What follows belongs to an exercise in optimizing a design on an open flow for small area, a short achievable clock period and few clock cycles; a production flow would make more cautious choices. At most, simulation tests tie the RTL to the original design; equivalence was not proved. Power and IR drop assume default switching activity.

## try-willow
## reuleaux
module reuleaux(input logic clk, input logic rst_n, input logic [2:0] colour,
                input logic [7:0] centre_x, input logic [6:0] centre_y, input logic [7:0] diameter,
                input logic start, output logic done,
                output logic [7:0] vga_x, output logic [6:0] vga_y,
                output logic [2:0] vga_colour, output logic vga_plot);
clock: 20.0 ns
lec_check: 0
abc_area: 1
cap_margin: 20
core_margin: 2
core_utilization: 40
slew_margin: 20
standard.sh (not shown) runs the stock make flow with config.mk's settings and CLKGATE_MAP_FILE= SYNTH_SCRIPT=/design/flow/synth_recipe.tcl, a recipe that flattens the netlist after the stock synthesis.
==> flow/flow/run.sh <==
#!/bin/bash
# Own layout flow. Steps:
#  1. the standard synthesis (standard.sh synth), unchanged;
#  2. the combinational logic of that netlist re-mapped by ABC with a
#     stronger script (flow/resyn.tcl, flow/resyn.abc); every register stays
#     the same instance, with the same name and cell type;
#  3. the standard ORFS flow from floorplan to finish (standard.sh), with
#     sky130_fd_sc_hd__buf_2 as the buffer ORFS puts on every port.
# Each tool's output goes to a log file in this folder.
set -euo pipefail
here=$(pwd)
export BUFFER_PORTS_ARGS="-buffer_cell sky130_fd_sc_hd__buf_2"
bash standard.sh synth > "$here/standard_synth.log" 2>&1
R=$here/orfs/results/$FLOW_PLATFORM/reuleaux/base
L=$here/orfs/logs/$FLOW_PLATFORM/reuleaux/base
cp "$R/1_2_yosys.v" "$here/standard_1_2_yosys.v"
YOSYS=$FLOW_HOME/../tools/install/yosys/bin/yosys
[ -x "$YOSYS" ] || YOSYS=yosys
export RS_LIB=$FLOW_HOME/platforms/$FLOW_PLATFORM/lib/sky130_fd_sc_hd__tt_025C_1v80.lib
export RS_IN=$here/standard_1_2_yosys.v
export RS_OUT=$here/resyn_1_2_yosys.v
export RS_STAT=$here/resyn_stat.txt
export RS_ABC=$here/flow/resyn.abc
RS_DONT_USE="$(grep -o -- '-dont_use [A-Za-z0-9_]*' "$L/1_2_yosys.log" | awk '{print $2}' | sort -u | tr '\n' ' ')"
export RS_DONT_USE
"$YOSYS" -l "$here/resyn.log" -c "$here/flow/resyn.tcl" > /dev/null
cp "$RS_OUT" "$R/1_2_yosys.v"
rm -f "$R/1_synth.odb" "$R/1_synth.sdc"
bash standard.sh > "$here/standard_finish.log" 2>&1
==> flow/flow/resyn.abc <==
# ABC script used by resyn.tcl: deep AIG optimisation, then delay-aware
# mapping (delay relaxed by 40% for area recovery) and ABC's usual sizing.
strash
&get -n
&deepsyn -T 60
&nf -R 40
&put
buffer -c
topo
stime -c
upsize -c
dnsize -c
Other scripts of this flow, unchanged in this note and not shown: flow/flow/resyn.tcl
Both conditions hold for try-willow: the flow ran to the end and the final layout passed the timing, DRC and antenna checks.
Testbench counts of try-willow, summed over its fixed seeds: cycles 14,257.
Relative to try-willow, the following input files were edited for try-sierra:
==> flow/flow/resyn.abc <==
# ABC script used by resyn.tcl: deep AIG optimisation, then delay-aware
# mapping (delay relaxed by 25% for area recovery) and ABC's usual sizing.
strash
&get -n
&deepsyn -T 60
&nf -R 25
&put
buffer -c
topo
stime -c
upsize -c
dnsize -c
### Flow results
Compared with try-willow, try-sierra shows relative area change from synthesis to final layout higher by 0.21 points. try-willow → try-sierra: detailed-routed wire length on met2 fell by about 4.6%; first-pass GRT wire length now smaller; synthesized instance count barely changed; count of cell instances traversed by the critical path went down by 13; cell area increased 34 um2. Compared with try-willow, in try-sierra register share of the cell area has remained practically unchanged, synthesized area has remained practically unchanged.
Edits applied to the flow inputs when going from try-sierra to try-umber:
==> flow/flow/resyn.abc <==
# ABC script used by resyn.tcl: deep AIG optimisation, then delay-aware
# mapping with strong area recovery, and downsizing.
strash
&get -n
&deepsyn -T 60
&nf -R 1000
&put
topo
stime -c
dnsize -c
==> notes.md <==
In try-umber, core region area is lower than in try-sierra. try-sierra → try-umber: share of cells above drive strength 1 saw a decrease; post-synthesis cell area now smaller. Compared with try-sierra, try-umber shows a lower count of buffer and inverter cells on the critical path. Clock-buffer cell count, try-umber and try-sierra, higher one = try-sierra. For the final critical delay including setup and external delays, try-umber came in 340 ps higher than try-sierra did. Of try-umber and try-sierra, the run reporting the higher global-route usage was try-umber. Total design power, try-umber vs try-sierra: down slightly. Delta (try-umber minus try-sierra): post-synthesis to final-layout area growth up 0.92 points, largest incremental delay on the critical path up 490 ps. Compared with try-sierra, try-umber shows a higher instance count on the critical path.
Setup changes, try-umber to try-juniper
==> flow/flow/resyn.abc <==
# ABC script used by resyn.tcl: deep AIG optimisation, then delay-aware
# mapping (delay relaxed by 30% for area recovery) and ABC's usual sizing.
strash
&get -n
&deepsyn -T 60
&nf -R 30
&put
buffer -c
topo
stime -c
upsize -c
dnsize -c
Findings:
try-umber has a lower register-to-register slack than try-juniper.
try-juniper consumes more power than try-umber does.
Between try-juniper and try-umber, it is try-juniper whose cell area after technology mapping is higher, by 2.3%.
What try-juniper reported for number of DRC violations after detailed-routing iteration 0 has to be multiplied by 0.829 to get the figure for try-umber.
try-juniper leaves more setup margin than try-umber.
Between try-umber and try-juniper, the net total in the final layout does not differ in any meaningful way.
In the reports for try-umber and try-juniper, the larger maximum net fanout on the critical path belongs to try-juniper.
NOTE via count try-umber->try-juniper increased slightly
Across both runs, critical path depth was higher for try-juniper than for try-umber.

Setup of pepper:
reuleaux, a different RTL version from the one above (not shown whole).
For scale: ~1400 cells after synthesis, roughly 110 flip-flops, roughly 49 I/O pins, ~10000 um^2 of cells after synthesis.
==> flow/config.mk <==
export PLATFORM = sky130hd
export DESIGN_NAME = reuleaux
export DESIGN_NICKNAME = reuleaux
export VERILOG_FILES = /design/flow/design.v
export SDC_FILE = /design/flow/constraint.sdc
export NUM_CORES = 4
export LEC_CHECK = 0
export ABC_AREA = 1
export CAP_MARGIN = 20
export CORE_MARGIN = 2
export CORE_UTILIZATION = 40
export CTS_CLUSTER_DIAMETER = 150
export CTS_CLUSTER_SIZE = 30
export SLEW_MARGIN = 20
==> flow/constraint.sdc <==
create_clock -name core_clock -period 20.0 [get_ports {clk}]
set_input_delay 4.0000 -clock core_clock [delete_from_list [all_inputs] [get_ports {clk}]]
set_output_delay 4.0000 -clock core_clock [all_outputs]
set_load 0.01 [all_outputs]
==> flow/flow/run.sh <==
#!/bin/bash
# The standard layout (the standard.sh: standard synthesis, then ORFS to
# finish), with one change: the buffers that ORFS puts on every input and
# output port are sky130_fd_sc_hd__buf_2 instead of the resizer's default pick.
set -euo pipefail
export BUFFER_PORTS_ARGS="-buffer_cell sky130_fd_sc_hd__buf_2"
bash standard.sh > standard.log 2>&1
For tundra, these inputs were changed with respect to pepper:
-- flow/config.mk --
<<< pepper, line 10
export CORE_MARGIN = 2
export CORE_UTILIZATION = 40
export CTS_CLUSTER_DIAMETER = 150
export CTS_CLUSTER_SIZE = 30
export SLEW_MARGIN = 20
>>> tundra, line 10
export CORE_MARGIN = 2
export CORE_UTILIZATION = 40
export SLEW_MARGIN = 20
The final layouts of tundra and pepper pass the timing, DRC and antenna checks. | power of the sequential group | tundra vs pepper | ≈ equal |. As far as non-clock buffer count goes, tundra and pepper are indistinguishable; the numbers are identical. ~same worst path setup slack after routing in tundra and pepper. Diff pepper..tundra | clock skew | negligible. Largest net degree at the start of global routing: tundra vs pepper identical.
No run of this note included a check of the RTL's function; only the layout flow was run.

reuleaux with an RTL version that a note above also has.
Size in the first run: about 1200 cells after synthesis, ~49 I/O pins, about 8200 µm² of cells after synthesis.
export LEC_CHECK = 0
export ABC_AREA = 1
export CAP_MARGIN = 20
export CORE_MARGIN = 2
export CORE_UTILIZATION = 40
export SLEW_MARGIN = 20
create_clock -name core_clock -period 20.0 [get_ports {clk}]
==> flow/flow/run.sh <==
#!/bin/bash
# Own layout flow. Steps:
#  1. the standard synthesis (standard.sh synth), unchanged;
#  2. the combinational logic of that netlist re-mapped by ABC with a
#     stronger script (flow/resyn.tcl, flow/resyn.abc); every register stays
#     the same instance, with the same name and cell type;
#  3. the standard ORFS flow from floorplan to finish (standard.sh), with
#     sky130_fd_sc_hd__buf_2 as the buffer ORFS puts on every port.
# Each tool's output goes to a log file in this folder.
set -euo pipefail
here=$(pwd)
export BUFFER_PORTS_ARGS="-buffer_cell sky130_fd_sc_hd__buf_2"
bash standard.sh synth > "$here/standard_synth.log" 2>&1
R=$here/orfs/results/$FLOW_PLATFORM/reuleaux/base
L=$here/orfs/logs/$FLOW_PLATFORM/reuleaux/base
cp "$R/1_2_yosys.v" "$here/standard_1_2_yosys.v"
YOSYS=$FLOW_HOME/../tools/install/yosys/bin/yosys
[ -x "$YOSYS" ] || YOSYS=yosys
export RS_LIB=$FLOW_HOME/platforms/$FLOW_PLATFORM/lib/sky130_fd_sc_hd__tt_025C_1v80.lib
export RS_IN=$here/standard_1_2_yosys.v
export RS_OUT=$here/resyn_1_2_yosys.v
export RS_STAT=$here/resyn_stat.txt
export RS_ABC=$here/flow/resyn.abc
RS_DONT_USE="$(grep -o -- '-dont_use [A-Za-z0-9_]*' "$L/1_2_yosys.log" | awk '{print $2}' | sort -u | tr '\n' ' ')"
export RS_DONT_USE
"$YOSYS" -l "$here/resyn.log" -c "$here/flow/resyn.tcl" > /dev/null
cp "$RS_OUT" "$R/1_2_yosys.v"
rm -f "$R/1_synth.odb" "$R/1_synth.sdc"
bash standard.sh > "$here/standard_finish.log" 2>&1
==> flow/flow/resyn.abc <==
# ABC script used by resyn.tcl: deep AIG optimisation, choice computation,
# area-oriented mapping, then ABC's usual buffering and sizing against the
# delay target (as at the end of ORFS abc_speed).
strash
&get -n
&deepsyn -T 60
&put
dch -f
amap
buffer -c
topo
stime -c
upsize -c
dnsize -c
Other scripts of this flow, unchanged in this note and not shown: flow/flow/resyn.tcl
Testbench counts at the start, summed over its fixed seeds: cycles 14,257.
Edit:
==> flow/flow/resyn.abc (replaced) <==
# ABC script used by resyn.tcl: deep AIG optimisation, then delay-aware
# mapping (delay relaxed by 15% for area recovery) and ABC's usual sizing.
strash
&get -n
&deepsyn -T 60
&nf -R 15
&put
buffer -c
topo
stime -c
upsize -c
dnsize -c
--- a/flow/config.mk
+++ b/flow/config.mk
@@ -10,3 +10,4 @@
 export CORE_MARGIN = 2
-export CORE_UTILIZATION = 40
+export CORE_UTILIZATION = 65
+export PLACE_DENSITY = 0.75
 export SLEW_MARGIN = 20
What happened: The new run completed without violations; final area climbs by 4.3%; synthesized cell count drops by 14%; sequential power climbs by 11%; clock skew hardly moves; routed wire length drops by 18%.
Edit:
==> flow/flow/resyn.abc (replaced) <==
# ABC script used by resyn.tcl: deep AIG optimisation, choice computation,
# area-oriented mapping, then ABC's usual buffering and sizing against the
# delay target (as at the end of ORFS abc_speed).
strash
&get -n
&deepsyn -T 60
&put
dch -f
amap
buffer -c
topo
stime -c
upsize -c
dnsize -c
--- a/flow/config.mk
+++ b/flow/config.mk
@@ -10,4 +10,4 @@
 export CORE_MARGIN = 2
-export CORE_UTILIZATION = 65
-export PLACE_DENSITY = 0.75
+export CORE_UTILIZATION = 40
+export CTS_BUF_LIST = sky130_fd_sc_hd__clkbuf_8
 export SLEW_MARGIN = 20
Sequential share of layout area went up by 1.4 points.
Utilization shrinks by 28 points.
Sequential cell count does not change.
Fmax came out lower by 5.1%.
First-iteration DRC count went down by 4.9%.
Worst hold slack improves by 0.016 ns.
Routed wire length rose by 22%.
Worst setup slack degrades by 0.26 ns.
Register-to-register slack is worse by 0.26 ns.
Edit:
==> flow/flow/resyn.abc (replaced) <==
# ABC script used by resyn.tcl: deep AIG optimisation, then delay-aware
# mapping with area recovery and ABC's usual sizing (as in ORFS abc_speed).
strash
&get -n
&deepsyn -T 60
&nf
&put
buffer -c
topo
stime -c
upsize -c
dnsize -c
--- a/flow/config.mk
+++ b/flow/config.mk
@@ -11,3 +11,2 @@
 export CORE_UTILIZATION = 40
-export CTS_BUF_LIST = sky130_fd_sc_hd__clkbuf_8
 export SLEW_MARGIN = 20
Result: Critical path depth goes down by 27. Die area goes up by 6.3%. Routed wire length goes down by 10%. Cell count goes down by 9.9%. Global-route usage goes down by 3.9 points. Hold slack loses 0.011 ns. Via count goes down by 12%. Cell area goes up by 7.9%. Area after synthesis goes up by 6.5%. Maximum frequency goes up by 6.3%.

## separate check: timing with driven ports
The flow's constraints put no driver on any port. The routed layouts listed below were extracted and timed again, unchanged, in two steps. Step 1: set_driving_cell puts a clkbuf_16 on clk and a buf_2 on each other input, an assumption about the parent block. Step 2 times the ports against the registers' clock, not the clock port: input delays grow and output delays shrink by t, the midpoint of the rising clock arrivals with the driver on. Slacks: no drivers / after step 1 / after step 2; pairs: no drivers / after step 1.
| run | t (ns) | slack for setup (ns) | hold slack, ns | worst register clock-pin slew, ns | cell pins on the clock port's net |
|---|---|---|---|---|---|
| try-willow | 0.408 | 14.979 / 14.979 / 14.979 | 0.467 / 0.467 / 0.467 | 0.08 / 0.08 | 1 |
| try-sierra | 0.401 | 15.177 / 15.131 / 15.422 | 0.482 / 0.482 / 0.482 | 0.08 / 0.08 | 1 |
| try-umber | 0.404 | 14.839 / 14.839 / 14.839 | 0.500 / 0.500 / 0.500 | 0.08 / 0.08 | 1 |
| try-juniper | 0.410 | 14.931 / 14.931 / 14.931 | 0.484 / 0.484 / 0.484 | 0.09 / 0.09 | 1 |
| pepper | 0.472 | 15.120 / 15.073 / 15.121 | 0.457 / 0.457 / 0.457 | 0.06 / 0.06 | 1 |
| tundra | 0.472 | 15.120 / 15.073 / 15.121 | 0.457 / 0.457 / 0.457 | 0.06 / 0.06 | 1 |
| the first run of note 3 | 0.417 | 14.921 / 14.921 / 14.921 | 0.492 / 0.492 / 0.492 | 0.08 / 0.08 | 1 |
| the second run of note 3 | 0.406 | 15.133 / 15.127 / 15.133 | 0.484 / 0.484 / 0.484 | 0.09 / 0.09 | 1 |
| the third run of note 3 | 0.447 | 14.871 / 14.871 / 14.871 | 0.500 / 0.500 / 0.500 | 0.12 / 0.12 | 1 |
| the fourth run of note 3 | 0.402 | 15.173 / 15.129 / 15.408 | 0.489 / 0.489 / 0.489 | 0.08 / 0.08 | 1 |
After both steps setup and hold are still met in every run listed.
